This design comes from an exercise in tuning for small area, a short achievable clock period and few clock cycles on the open sky130 flow, not from production work. Where RTL was checked, it was by simulation tests only, not by an equivalence proof against the original.

// cordicMagPh
module cordicMagPh
   #(parameter integer N        = 13,  
     parameter integer XY_WIDTH = 18)  
    (input  wire                           clk,
     input  wire                           reset,    
     input  wire                           st,       
     input  wire signed [XY_WIDTH - 1 : 0] xin,      
     input  wire signed [XY_WIDTH - 1 : 0] yin,      
     output reg                            rdy,      
     output wire        [XY_WIDTH - 1 : 0] mag,      
     output wire signed [XY_WIDTH + 1 : 0] ph);
Size in the first run: ~2000 cells after synthesis, about 66 flip-flops, ~78 I/O pins, about 0.011 mm² of cells after synthesis.
Settings: LEC_CHECK=0, ABC_AREA=1, CAP_MARGIN=20, CORE_MARGIN=2, CORE_UTILIZATION=40, SETUP_SLACK_MARGIN=3.85, SLEW_MARGIN=20; clock period 8.0 ns.
standard.sh (not shown) runs the stock make flow with config.mk's settings and CLKGATE_MAP_FILE= SYNTH_SCRIPT=/design/flow/synth_recipe.tcl, a recipe that flattens the netlist after the stock synthesis.
==> flow/flow/run.sh <==
#!/bin/bash
# The standard layout, with two changes to synthesis only: no adder cells are
# extracted (ADDER_MAP_FILE empty), so ABC maps the adders and carry-save
# trees from plain gates, and ABC's area script maps for area (map -a).
# Registers are mapped exactly as in the standard synthesis.
set -euo pipefail
rm -rf scripts_x
cp -r "$FLOW_HOME/scripts" scripts_x
printf 'strash\ndch\nmap -a\ntopo\nstime -c\nbuffer -c\nupsize -c\ndnsize -c\n' > scripts_x/abc_area.script
bash standard.sh SCRIPTS_DIR="$PWD/scripts_x" ADDER_MAP_FILE= synth > synth.log 2>&1
bash standard.sh > layout.log 2>&1
Testbench counts at the start, summed over its fixed seeds: cycles 192,000.
Next try:
==> flow/flow/run.sh (replaced) <==
#!/bin/bash
# The standard layout, with one change to synthesis: no adder cells are
# extracted (ADDER_MAP_FILE empty), so ABC maps the adders and carry-save
# trees from plain gates. Registers are mapped as in the standard synthesis.
set -euo pipefail
bash standard.sh ADDER_MAP_FILE= synth > synth.log 2>&1
bash standard.sh > layout.log 2>&1
--- a/flow/config.mk
+++ b/flow/config.mk
@@ -11 +11 @@
-export CORE_UTILIZATION = 40
+export CORE_UTILIZATION = 55
Result:
- synthesized cell count climbs by about 16%
- core utilization climbs by 8.2 points
- worst setup slack improved by 0.76 ns
- final area drops by 7.1%
Next try:
==> flow/flow/run.sh (replaced) <==
#!/bin/bash
# The standard layout with two changes:
#  * synthesis extracts no adder cells (ADDER_MAP_FILE empty), so ABC maps the
#    adders and carry-save trees from plain gates; registers are mapped exactly
#    as in the standard synthesis
#  * the port buffers are sky130_fd_sc_hd__buf_1 (the placer's repair still
#    resizes them where timing needs it); every port keeps its buffer
set -euo pipefail
bash standard.sh ADDER_MAP_FILE= synth > synth.log 2>&1
bash standard.sh "BUFFER_PORTS_ARGS=-buffer_cell sky130_fd_sc_hd__buf_1" > layout.log 2>&1
--- a/flow/config.mk
+++ b/flow/config.mk
@@ -11,2 +11,3 @@
-export CORE_UTILIZATION = 55
-export SETUP_SLACK_MARGIN = 3.85
+export CORE_UTILIZATION = 60
+export CTS_BUF_LIST = sky130_fd_sc_hd__clkbuf_4 sky130_fd_sc_hd__clkbuf_8
+export SETUP_SLACK_MARGIN = 4.1
After rerunning:
- clock-buffer cell count increases by 2
- clock skew goes up by 0.0055 ns
- first-iteration DRC count goes down by about 11%
Next try:
==> flow/run.sh (new file) <==
#!/bin/bash
# synth_recipe.tcl (not shown) runs the flow's synth.tcl, then flattens the netlist and writes it again
# the make line also repeats each setting of config.mk as NAME=value (left out here)
make -C /OpenROAD-flow-scripts/flow DESIGN_CONFIG=/design/flow/config.mk WORK_HOME=/design/flow/orfs CLKGATE_MAP_FILE= SYNTH_SCRIPT=/design/flow/synth_recipe.tcl finish
--- a/flow/config.mk
+++ b/flow/config.mk
@@ -11,3 +11,2 @@
-export CORE_UTILIZATION = 60
-export CTS_BUF_LIST = sky130_fd_sc_hd__clkbuf_4 sky130_fd_sc_hd__clkbuf_8
-export SETUP_SLACK_MARGIN = 4.1
+export CORE_UTILIZATION = 40
+export SETUP_SLACK_MARGIN = 2.5
removed: flow/flow/run.sh
removed: flow/standard.sh
Outcome:
- The new run finished clean
- clock skew falls by 0.0096 ns
- via count drops by 28%
- worst hold slack loses 0.019 ns
- final area grows by 1.9%
- flip-flop and latch count does not change
- synthesized cell count fell by 32%
- wire length goes down by 9.5%
- die area goes up by 43%
- maximum frequency drops by 28%
- count of clock-buffer cells in the layout went down by 3


cordicMagPh, a different RTL version from the one above (not shown whole).
Size in the first run: about 1500 cells after synthesis, roughly 78 I/O pins.
## cordicMagPh
module cordicMagPh
   #(parameter integer N        = 13,  
     parameter integer XY_WIDTH = 18)  
    (input  wire                           clk,
     input  wire                           reset,    
     input  wire                           st,       
     input  wire signed [XY_WIDTH - 1 : 0] xin,      
     input  wire signed [XY_WIDTH - 1 : 0] yin,      
     output reg                            rdy,      
     output wire        [XY_WIDTH - 1 : 0] mag,      
     output wire signed [XY_WIDTH + 1 : 0] ph);      
    reg         [18 : 0] x;      
    reg         [20 : 0] w;      
    reg         [18 : 0] z;      
    reg         [3 : 0]  cnt;    
    reg                  busy;
    reg                  yzp;    
    reg                  qrt;    
    wire sx = xin[17];
    wire sy = yin[17];
    wire yz = (yin == 18'd0);
    wire [17 : 0] ax = xin ^ {18{sx}};
    wire [17 : 0] ay = yin ^ {18{sy}};
    wire [17 : 0] hs = ax ^ ay;
    wire [17 : 0] hc = ax & ay;
    wire sub1 = ~(sx ^ sy);
    wire [18 : 0] z1 = yz ? 19'd0 : ((sx ^ sy) ? 19'h70000 : 19'h10000);
    wire neg = w[20];                       
    wire pos = ~neg;
    reg  [18 : 0] ysh;                      
    reg  [18 : 0] xmk;                      
    reg  [15 : 0] at;                       
    always @(*) begin
        case (cnt)
            4'd1: begin
  ...
Settings: LEC_CHECK=0, CAP_MARGIN=20, CORE_MARGIN=2, CORE_UTILIZATION=40, SETUP_SLACK_MARGIN=3.6, SLEW_MARGIN=20; clock period 8.0 ns.
run.sh (not shown) runs the stock make flow with config.mk's settings and CLKGATE_MAP_FILE= SYNTH_SCRIPT=/design/flow/synth_recipe.tcl, a recipe that flattens the netlist after the stock synthesis.
Stock flow here: none of the scripts above is used.
Then changed:
- SETUP_SLACK_MARGIN: 3.6 -> 3.0
Effect: The changed run finished clean; wire length went down by 1.7%; first-iteration DRC count went up by 15%; non-clock buffer count went down by 21; final cell count went down by 1.1%; via count went down by 0.89%; core utilization went down by 1.5 points; die area does not change; worst hold slack loses 15 ps; synthesized cell count does not change.
No run of this note included a check of the RTL's function; only the layout flow was run.


RTL: one of the versions met above, not the one the previous note started from.
Size: roughly 78 I/O pins, about 0.012 sq mm of cells after synthesis.
==> flow/config.mk <==
export PLATFORM = sky130hd
export DESIGN_NAME = cordicMagPh
export DESIGN_NICKNAME = cordicMagPh
export VERILOG_FILES = /design/flow/design.v
export SDC_FILE = /design/flow/constraint.sdc
export NUM_CORES = 4
export LEC_CHECK = 0
export ABC_AREA = 1
export CAP_MARGIN = 20
export CORE_MARGIN = 2
export CORE_UTILIZATION = 55
export CTS_BUF_LIST = sky130_fd_sc_hd__clkbuf_4 sky130_fd_sc_hd__clkbuf_8
export SETUP_SLACK_MARGIN = 3.85
export SLEW_MARGIN = 20
==> flow/constraint.sdc <==
create_clock -name core_clock -period 8.0 [get_ports {clk}]
set_input_delay 1.6000 -clock core_clock [delete_from_list [all_inputs] [get_ports {clk}]]
set_output_delay 1.6000 -clock core_clock [all_outputs]
set_load 0.01 [all_outputs]
standard.sh (not shown) runs the stock make flow with config.mk's settings and CLKGATE_MAP_FILE= SYNTH_SCRIPT=/design/flow/synth_recipe.tcl, a recipe that flattens the netlist after the stock synthesis.
==> flow/flow/run.sh <==
#!/bin/bash
# The standard layout, with one change to synthesis: no adder cells are
# extracted (ADDER_MAP_FILE empty), so ABC maps the adders and carry-save
# trees from plain gates. Registers are mapped as in the standard synthesis.
set -euo pipefail
bash standard.sh ADDER_MAP_FILE= synth > synth.log 2>&1
bash standard.sh > layout.log 2>&1
Testbench counts at the start, summed over its fixed seeds: cycles 192,000.
Rerun with:
- CORE_UTILIZATION: 55 -> 40
- CTS_BUF_LIST: sky130_fd_sc_hd__clkbuf_4 sky130_fd_sc_hd__clkbuf_8 -> unset
- SETUP_SLACK_MARGIN: 3.85 -> 3.0
After rerunning: The new run completed without violations; global-route usage came out lower by 8.5 points; critical path depth climbs by 16; worst setup slack is worse by 0.63 ns; die area climbs by 36%.
Rerun with:
- CORE_UTILIZATION: 40 -> 60
- CTS_BUF_LIST: unset -> sky130_fd_sc_hd__clkbuf_4 sky130_fd_sc_hd__clkbuf_8
- SETUP_SLACK_MARGIN: 3.0 -> 4.05
The new run finished with timing, DRC and antenna clean; routed wire length decreases slightly; core utilization came out higher by 25 points; worst setup slack gains 0.74 ns; global-route usage rises by 12 points.
Rerun with:
==> flow/run.sh (new file) <==
#!/bin/bash
# synth_recipe.tcl (not shown) runs the flow's synth.tcl, then flattens the netlist and writes it again
# the make line also repeats each setting of config.mk as NAME=value (left out here)
make -C /OpenROAD-flow-scripts/flow DESIGN_CONFIG=/design/flow/config.mk WORK_HOME=/design/flow/orfs CLKGATE_MAP_FILE= SYNTH_SCRIPT=/design/flow/synth_recipe.tcl finish
- CORE_UTILIZATION: 60 -> 40
- CTS_BUF_LIST: sky130_fd_sc_hd__clkbuf_4 sky130_fd_sc_hd__clkbuf_8 -> unset
- SETUP_SLACK_MARGIN: 4.05 -> 3.0
removed: flow/flow/run.sh
removed: flow/standard.sh
=> Via count drops by 28%. Worst setup slack got worse by 1.0 ns. Maximum frequency drops by 21%. Final cell count drops by 20%. Cell area climbs by 3.3%. Count of clock-buffer cells in the layout climbs by 2. Die area climbs by 43%. Hold slack improved by 0.0054 ns.
Rerun with:
==> flow/flow/run.sh (new file) <==
#!/bin/bash
# The standard layout, with one change to synthesis: no adder cells are
# extracted (ADDER_MAP_FILE empty), so ABC maps the adders and carry-save
# trees from plain gates. Registers are mapped as in the standard synthesis.
set -euo pipefail
bash standard.sh ADDER_MAP_FILE= synth > synth.log 2>&1
bash standard.sh > layout.log 2>&1
==> flow/standard.sh (new file) <==
#!/bin/bash
# synth_recipe.tcl (not shown) runs the flow's synth.tcl, then flattens the netlist and writes it again
# the make line also repeats each setting of config.mk as NAME=value (left out here)
make -C /OpenROAD-flow-scripts/flow DESIGN_CONFIG=/design/flow/config.mk WORK_HOME=/design/flow/orfs CLKGATE_MAP_FILE= SYNTH_SCRIPT=/design/flow/synth_recipe.tcl "${@:-finish}"
- SETUP_SLACK_MARGIN: 3.0 -> 4.2
removed: flow/run.sh
After rerunning:
- sequential cell count does not change
- final cell count went up by a quarter to a third
- sequential share of layout area goes down by 0.32 points
- cell area came out higher by a few percent
- non-clock buffer count drops by 46
- synthesized cell count goes up by well over a third
- maximum frequency went up by a quarter to a third
- worst hold slack degrades by 0.0066 ns
Rerun with:
- ABC_AREA: 1 -> unset
- SETUP_SLACK_MARGIN: 4.2 -> 3.0
=> The new run completed with no timing, DRC or antenna violations; routed wire length rises by about 13%; final area rises by 10%; synthesized cell count falls by 7.3%; count of clock-buffer cells in the layout falls by 1.

==> separate check: timing with driven ports <==
In the flow no input, the clock included, has a driving cell. The finished layouts below were timed again as built, in two steps. Step 1 (the two cells are an assumption about what drives the block):
set clk [get_ports {clk}]
set_driving_cell -lib_cell sky130_fd_sc_hd__clkbuf_16 $clk
set_driving_cell -lib_cell sky130_fd_sc_hd__buf_2 [delete_from_list [all_inputs] $clk]
Step 2 times the ports against the registers' clock, not the clock port: input delays grow and output delays shrink by t, the midpoint of the rising clock arrivals with the driver on. Three values: ideal ports, drivers, drivers and shift; two values: the first two.
run	t (ns)	slack for setup (ns)	clock arrival spread, ns	slew at the worst register clock pin (ns)
the first run of note 1	0.392	3.233 / 3.223 / 2.832	0.013 / 0.013	0.07 / 0.07
the second run of note 1	0.398	3.998 / 3.947 / 3.671	0.014 / 0.014	0.07 / 0.07
the third run of note 1	0.428	4.191 / 4.215 / 3.787	0.019 / 0.019	0.09 / 0.09
the fourth run of note 1	0.400	2.696 / 2.696 / 2.407	0.010 / 0.010	0.07 / 0.07
the first run of note 2	0.399	2.801 / 2.801 / 2.777	0.012 / 0.012	0.07 / 0.07
the second run of note 2	0.401	2.832 / 2.832 / 2.647	0.009 / 0.009	0.07 / 0.07
the first run of note 3	0.419	4.034 / 3.988 / 3.662	0.016 / 0.016	0.09 / 0.09
the second run of note 3	0.403	3.401 / 3.427 / 3.023	0.008 / 0.007	0.06 / 0.06
the third run of note 3	0.415	4.142 / 4.114 / 3.748	0.016 / 0.015	0.09 / 0.09
the fourth run of note 3	0.400	3.121 / 3.112 / 2.711	0.013 / 0.013	0.07 / 0.07
the fifth run of note 3	0.398	4.198 / 4.149 / 3.751	0.008 / 0.008	0.06 / 0.06
the sixth run of note 3	0.397	3.094 / 3.074 / 2.677	0.012 / 0.012	0.07 / 0.07
After both steps setup and hold are still met in every run listed. For the fifth run of note 3, which loses most, drivers alone change the setup slack by -0.049 ns; drivers and shift together by -0.447 ns.
